This is an optimization exercise on Yosys and OpenROAD, whose aim is small area, not a production implementation.
Only simulation tests tie the RTL to the original design; equivalence was not proved.
Power and IR drop assume default switching activity.

==> flow/design.v (outline; a module is shown in full before it is edited, if it fits) <==
// module cpu: 976 lines
module cpu(
    input clk,                           
    input RST,                           
    output [23:0] AB,                    
    output sync,                         
    input [7:0] DI,                      
    output reg [7:0] DO,                 
    output WE,                           
    input IRQ,                           
    input NMI,                           
    input RDY,                           
    input debug );
  // ...
==> flow/flow/run.sh <==
#!/bin/bash
# Own layout flow: the standard flow (standard.sh) with these changes in how
# the layout is made:
#  - synthesis maps the logic with an area-oriented ABC script (flow/abc_area.script)
#    instead of ORFS's; the registers are the standard synthesis's
#  - CTS clusters more sinks per buffer and inserts no dummy loads (flow/cts_args)
#  - the port buffers are the smallest buffer cell (flow/buffer_ports_args)
# Each tool's output is in the ORFS logs; make's own output is in standard_flow.log.
set -euo pipefail
W=$PWD
rm -rf "$W/own_scripts"
cp -r "$FLOW_HOME/scripts" "$W/own_scripts"
cp "$W/flow/abc_area.script" "$W/own_scripts/abc_area.script"
export SCRIPTS_DIR="$W/own_scripts"
if [[ -f "$W/flow/cts_args" ]]; then
  export CTS_ARGS="$(cat "$W/flow/cts_args")"
fi
if [[ -f "$W/flow/buffer_ports_args" ]]; then
  export BUFFER_PORTS_ARGS="$(cat "$W/flow/buffer_ports_args")"
fi
bash standard.sh > "$W/standard_flow.log" 2>&1
==> flow/flow/abc_area.script <==
strash
&get -n
&deepsyn -T 120
&put
strash
dch -f
amap
strash
dch -f
amap
strash
dch -f
amap
strash
dch -f
amap
strash
dch -f
amap
strash
dch -f
amap
topo
==> flow/flow/buffer_ports_args <==
-buffer_cell sky130_fd_sc_hd__buf_1
==> flow/flow/cts_args <==
-sink_clustering_enable -repair_clock_nets -dont_use_dummy_load -sink_clustering_size 25 -sink_clustering_max_diameter 80
==> flow/standard.sh <==
#!/bin/bash
# synth_recipe.tcl (not shown) runs the flow's synth.tcl, then flattens the netlist and writes it again
# the make line also repeats each setting of config.mk as NAME=value (left out here)
make -C /OpenROAD-flow-scripts/flow DESIGN_CONFIG=/design/flow/config.mk WORK_HOME=/design/flow/orfs CLKGATE_MAP_FILE= SYNTH_SCRIPT=/design/flow/synth_recipe.tcl "${@:-finish}"
==> flow/config.mk <==
export PLATFORM = sky130hd
export DESIGN_NAME = cpu
export DESIGN_NICKNAME = cpu
export VERILOG_FILES = /design/flow/design.v
export SDC_FILE = /design/flow/constraint.sdc
export NUM_CORES = 4
export LEC_CHECK = 0
export ABC_AREA = 1
export CAP_MARGIN = 20
export CORE_MARGIN = 2
export CORE_UTILIZATION = 65
export GPL_TIMING_DRIVEN = 0
export SLEW_MARGIN = 20
==> flow/constraint.sdc <==
create_clock -name core_clock -period 14.0 [get_ports {clk}]
set_input_delay 2.8000 -clock core_clock [delete_from_list [all_inputs] [get_ports {clk}]]
set_output_delay 2.8000 -clock core_clock [all_outputs]
set_load 0.01 [all_outputs]
==> results.txt, run 1 <==
status finished with violations; Failed Checks negative setup slack; CP Max Fanout 14; root buf cell clkbuf_16; setup ws final -1.673 ns; Most flops, register th.pc; Starting Density 65.75%; Seq. pwr 0.00280 W; simple-gate share of the synthesized area 8.966%; Max Clk Rate 0.06380 GHz; number of global-route vias before repair 19500; CTS max path bufs 3; GRT overflow 0; PwrDens 207.8 nW/um^2; M3 GR Usage 10.77%; crit path DAT 12.87 ns; cell internal pwr 0.003684 W; initial DRC count 3893; Total Wirelength 85810 microns; combinational power 0.00238 W; DR top layer met4; CTS resizes 70; Clock-cell share 2.418%; EDFF count, synth 528; final setup vio count 6; reg2reg end th[3].pc[23]$_DFFE_PP_; worst r2r src state[4]$_SDFF_PP0_
==> inputs of run 2 (changes only) <==
--- a/flow/design.v
+++ b/flow/design.v
@@ -994,22 +994,22 @@
        2'b10: base = ABWDTH ? {DI, DR, D3} : {8'h00, DI, DR};
        2'b11: base = ab_hold;
     endcase
 end
 wire abl_ci = ab_op[0];
 wire [7:0] abl_a = (ab_op[2:1] == 2'b11) ? XY : base[7:0];
 wire [7:0] abl_b = (ab_op[2:1] == 2'b01) ? XY :
                    ab_op[2]              ? DI : 8'h00;
-wire [24:0] abl_sum = radd(abl_a, abl_b, abl_ci);
+wire [8:0] abl_sum = abl_a + abl_b + abl_ci;
 wire [7:0] ABL = abl_sum[7:0];
 wire abh_ci = ab_op[9] & abl_sum[8];
 wire back = (ab_op[9:8] == 2'b11);
 wire [15:0] abh_b = { {15{back}}, back | (ab_op[9:8] == 2'b01) };
-wire [24:0] abh_sum = radd(base[23:8], abh_b, abh_ci);
+wire [15:0] abh_sum = base[23:8] + abh_b + abh_ci;
 wire [7:0] ABH = abh_sum[7:0];
 wire [7:0] AB3 = abh_sum[15:8];
 assign AB = { AB3, ABH, ABL };
 assign WE = we_op[0] | (we_op[1] & store);
 always @*
     case( do_op )
         DO_PHP: DO = php ? P : alu_out;
         DO_PCL: DO = PCT[7:0];
@@ -1037,17 +1037,17 @@
 wire s_x = sync & (txs | tst);
 wire we_s = s_x | push | pull;
 wire [2:0] s_thr = tst ? TY : T;
 wire [24:0] s_sum = radd(S_r, { {7{push}}, 1'b1 }, 1'b0);
 wire [7:0] sd = s_x ? X_r : s_sum[7:0];
 wire pc_ab = (ab_op[6:5] == 2'b01);
 wire pc_vec = (ab_op[6:5] == 2'b11);
 wire pc_inc = ~(sync & (init_state == THRD));    
-wire [24:0] pc_sum = radd(AB, 24'h0, pc_inc);
+wire [23:0] pc_sum = AB + pc_inc;
 wire [23:0] pcw = st_thp0 ? { DI, DR, D3 } :
                   pc_vec  ? 24'hfffffd :
                             pc_sum[23:0];
 wire [2:0] pc_thr = st_thp0 ? TY : T;
 wire pc_we = st_thp0 | pc_ab | pc_vec;
 always @(posedge clk)
     if( RST )
         lag <= 1'b0;
==> flow/flow/run.sh (replaced) <==
#!/bin/bash
# Own layout flow: the standard flow (standard.sh) with these changes in how
# the layout is made:
#  - synthesis maps the logic with an area-oriented ABC script (flow/abc_area.script)
#    instead of ORFS's; the registers are the standard synthesis's
#  - the repair_design after global placement may not use the large drive strengths
#    listed in flow/place_dont_use (later steps, CTS and timing repair, may)
#  - CTS clusters more sinks per buffer and inserts no dummy loads (flow/cts_args)
#  - the port buffers are the smallest buffer cell (flow/buffer_ports_args)
# Each tool's output is in the ORFS logs; make's own output is in standard_flow.log.
set -euo pipefail
W=$PWD
rm -rf "$W/own_scripts"
cp -r "$FLOW_HOME/scripts" "$W/own_scripts"
cp "$W/flow/abc_area.script" "$W/own_scripts/abc_area.script"
# placement repair_design: extra dont_use list
python3 - "$W/own_scripts/resize.tcl" "$W/flow/place_dont_use" <<'PY'
import sys
f, du = sys.argv[1], open(sys.argv[2]).read().split()
t = open(f).read()
old = "set_dont_use $::env(DONT_USE_CELLS)\n"
assert old in t
t = t.replace(old, old + "set_dont_use {%s}\n" % " ".join(du), 1)
open(f, "w").write(t)
PY
export SCRIPTS_DIR="$W/own_scripts"
export CTS_ARGS="$(cat "$W/flow/cts_args")"
export BUFFER_PORTS_ARGS="$(cat "$W/flow/buffer_ports_args")"
bash standard.sh > "$W/standard_flow.log" 2>&1
==> flow/flow/place_dont_use (new file) <==
sky130_fd_sc_hd__*_4 sky130_fd_sc_hd__*_8 sky130_fd_sc_hd__*_12 sky130_fd_sc_hd__*_16 sky130_fd_sc_hd__buf_6
==> results.txt, run 2 <==
status no timing/DRC/antenna violations (was finished with violations); TritonCTS Sinks 562 (unchanged); fillcell total 2752 (was 2399); final hold vios 0 (unchanged); hold endpoint OPC[0]$_SDFFE_PP1P_ (was D$_SDFFE_PP0P_); hold_ws 0.6197 ns (was 0.5235 ns); Synth Area per Inst 12.10 sq um (was 12.90 sq um); CP peak stage delay 0.66 ns (was 0.63 ns); Final #Nets 2361 (was 2250); area growth from synthesis to layout 9.712% (was 14.02%); largest net degree at the start of global routing 41 (was 48); CTS tree done (unchanged); synth unique cells 51 (was 49); PwrDens 222.0 nW/um^2 (was 207.8 nW/um^2); Seq. cell area 16540 sq um (about the same); Final Critical Period 13.67 ns (was 15.67 ns); IO Port Bufs 43 (unchanged); Syn Inst Count 2134 (was 1970); DR vias/cell 7.467 (was 7.658); worst setup path start DI[4] (was state[4]$_SDFF_PP0_); final setup vio count 0 (was 6); CP Max Fanout 11 (was 14); Post-CTS Hold Fix Bufs 0 (unchanged); leading area contributor after synthesis edfxtp_1 (unchanged); worst r2r src T[1]$_SDFFE_PP0P_ (was state[4]$_SDFF_PP0_); Layout Cells excl Fill 2807 (was 2669); Setup Skew 0.09258 ns (was 0.08745 ns); first-pass GRT wire length 122600 microns (was 125700 microns); Ys Warns 1 (unchanged); most common cell in the netlist edfxtp_1 (unchanged); Slew HR 14.68% (was 14.43%); Yosys top cell area share 61.41% (was 62.40%); min-delay src OPC[0]$_SDFFE_PP1P_ (was D$_SDFFE_PP0P_); Max Slew Vio Count 0 (unchanged); drt first pass iters 7 (was 10); root buf cell clkbuf_16 (unchanged); die height 203.3 microns (was 201.7 microns); IO Count 48 (unchanged); syn nets 2214 (was 2069); DRC 0 (unchanged); post-DP HPWL 59150 microns (was 58850 microns); R2R cell count 55 (was 41); ANT nets after route 0 (unchanged); WP data required 11.20 ns (about the same); r2r setup slk 3.07 ns (was 0.19 ns); routed via count 20959 (was 20440); max reg flops 192 (unchanged); TritonCTS Buffers 30 (was 28); share of cells above drive strength 1 8.995% (was 13.22%); placed instance count 2756 (was 2577); worst hold stages 2 (unchanged); Hold Crit Class flop to flop (unchanged); Worst setup SP type input port (was flop); CP most frequent cell nor2_1 (was fa_2); most frequent cells in the layout edfxtp_1 (528), nor2_1 (286), clkinv_1 (174) (was edfxtp_1 (528), nor2_1 (249), clkinv_1 (152)); sequential area share after synthesis 64.05% (was 65.07%); area occupied by multi-input gates 9017 sq um (was 8930 sq um); core area 39460 sq um (was 38650 sq um); Most flops, register th.pc (unchanged); Max Clk Rate 0.07315 GHz (was 0.06380 GHz); GP Congestion 1.020 (was 1.028); H-tree depth 1 (unchanged); most common cell after layout, fill and taps aside edfxtp_1 (unchanged); WS Path Type input port to output port (was flop to output port); EDFF count, synth 528 (unchanged); CTS max path bufs 3 (unchanged); GRT Resource Usage Total 40.03% (was 41.97%); final worst path period share 97.64% (was 111.9%); endpoint type of the worst setup path output port (unchanged); slowest stage cell on the critical path a2111oi_1 (was dfxtp_1); mapped cell area 25820 sq um (was 25410 sq um); top_reg_cell synth edfxtp_1 (unchanged); Peak VDD IR 135.4 uV (was 126.9 uV); GRT overflow 0 (unchanged); crit path DAT 10.87 ns (was 12.87 ns); Horiz. Die Dim 203.3 microns (was 201.7 microns); antenna violations before repair 2 (unchanged); reg2reg end th[3].pc[22]$_DFFE_PP_ (was th[3].pc[23]$_DFFE_PP_); Wirelength per Cell 29.68 microns (was 32.15 microns); ys async rst share 0% (unchanged); number of global-route vias before repair 19474 (was 19500); leak pwr 9.423 nW (was 9.508 nW); Clock Latency Late Sink 0.64 ns (was 0.63 ns); initial DRC count 3816 (was 3893); Total Wirelength 83300 microns (was 85810 microns); largest cells by area after synthesis edfxtp_1 (61%), nor2_1 (4.6%), a222oi_1 (4.2%) (was edfxtp_1 (62%), nor2_1 (3.9%), a222oi_1 (3.9%)); synth cell count leaders edfxtp_1 (528), nor2_1 (315), clkinv_1 (190) (was edfxtp_1 (528), nor2_1 (267), clkinv_1 (176)); Max-cap violations 0 (unchanged); CTS clk-pin slew, worst paths 0.07 ns (was 0.08 ns); Starting Density 65.43% (was 65.75%); Worst-Margin Slew 1.280 ns (was 1.284 ns); std cell rows 73 (was 72); Die ar. 41330 sq um (was 40690 sq um); Yosys reg bits 562 (unchanged)
## run 2: metrics by stage
stage               area (sq um)  setup slack, ns  TNS [ns]  util [%]  power, W
floorplan                  25820           0.8301         0         -  0.004281
global placement           26640           -1.900    -20.32     67.50  0.005112
finish                     28320           0.3303         0     71.78  0.006287
CTS                        28030        0.0009992         0     71.05  0.006116
global route               28320         -0.01460  -0.01460     71.77  0.006552
detailed placement         27040           -1.925    -12.20     68.54  0.005224
## run 2: what timing repair did
action	CTS	global route
setup endpoints to repair	12	9
resized for setup	49	47
endpoints found under the hold margin	0	0
pin swaps	5	7
setup buffers	7	9
## run 2: cells by family (layout without fill, tap and decap cells)
kind of cell,after synthesis,count (layout),share of synthesized area [%]
adder cells (fa/ha/maj),66,66,3.722
other,0,3,0
AND/OR/NAND/NOR,635,635,10.30
buffers and inverters,190,335,2.762
flip-flops,562,562,64.05
XOR/XNOR,1,1,0.03393
AO/OA/AOI/OAI,680,680,19.13
## run 2: where the power goes
part | total, W | internal [W] | switching (W)
Clock | 0.000874 | 0.000379 | 0.000495
Sequential | 0.00285 | 0.00262 | 0.000231
Combinational | 0.00256 | 0.000732 | 0.00183
Total | 0.00629 | 0.00373 | 0.00255
## run 2: worst max-delay path, delay by kind of cell
family	cells	cell delay (ns)
buffers and inverters	9	1.10
AO/OA/AOI/OAI	19	3.64
adder cells (fa/ha/maj)	2	0.70
AND/OR/NAND/NOR	23	2.64
## run 2: area by class of cell
class / instances / area share, %
Clock buffer: 30 / 2.650
Antenna cell: 3 / 0.02650
Multi-Input combinational cell: 1382 / 31.84
Tap cell: 525 / 2.319
Inverter: 190 / 2.659
Timing Repair Buffer: 115 / 2.125
Sequential cell: 562 / 58.38
## run 2: worst max-delay path by stage
stage,end,slack [ns]
after floorplan,AB[23],0.83
after detailed placement,AB[23],-1.93
final,AB[23],0.33
after global placement,AB[23],-1.90
after CTS,AB[23],0.001
after global routing,AB[23],-0.01
## run 2: routing by layer
layer  vias to the layer above  global-route usage, %  wire [microns]
met5                         -                      0               0
met4                         0                  17.18            4600
met3                       337                  8.645           11680
met2                      1801                  60.76           36820
met1                     10026                  56.60           30200
li1                       8795                      -               -

-- what the ideal ports hide --
The flow's constraints put no driver on any port. The routed layouts listed below were extracted and timed again, unchanged, in two steps. Step 1: set_driving_cell puts a clkbuf_16 on clk and a buf_2 on each other input, an assumption about the parent block. Step 2, shift: input delay + t, output delay - t, t = (earliest + latest rising clock arrival at the registers) / 2. This alone moves slack from input paths to output paths. Three values: no drivers, after step 1, after step 2; two values: the first two.
| run | t, ns | slack for setup (ns) | slew at the worst register clock pin (ns) | worst slew at a driven data input, ns | pins driven straight from the clock port |
|---|---|---|---|---|---|
| run 1 | 0.645 | -1.673 / -1.733 / -1.605 | 0.10 / 0.10 | 0.07 | 1 |
| run 2 | 0.654 | 0.330 / 0.279 / 0.305 | 0.10 / 0.10 | 0.03 | 1 |
The setup slack of run 2, which loses most, moves by -0.051 ns with the drivers and by -0.025 ns with both steps.
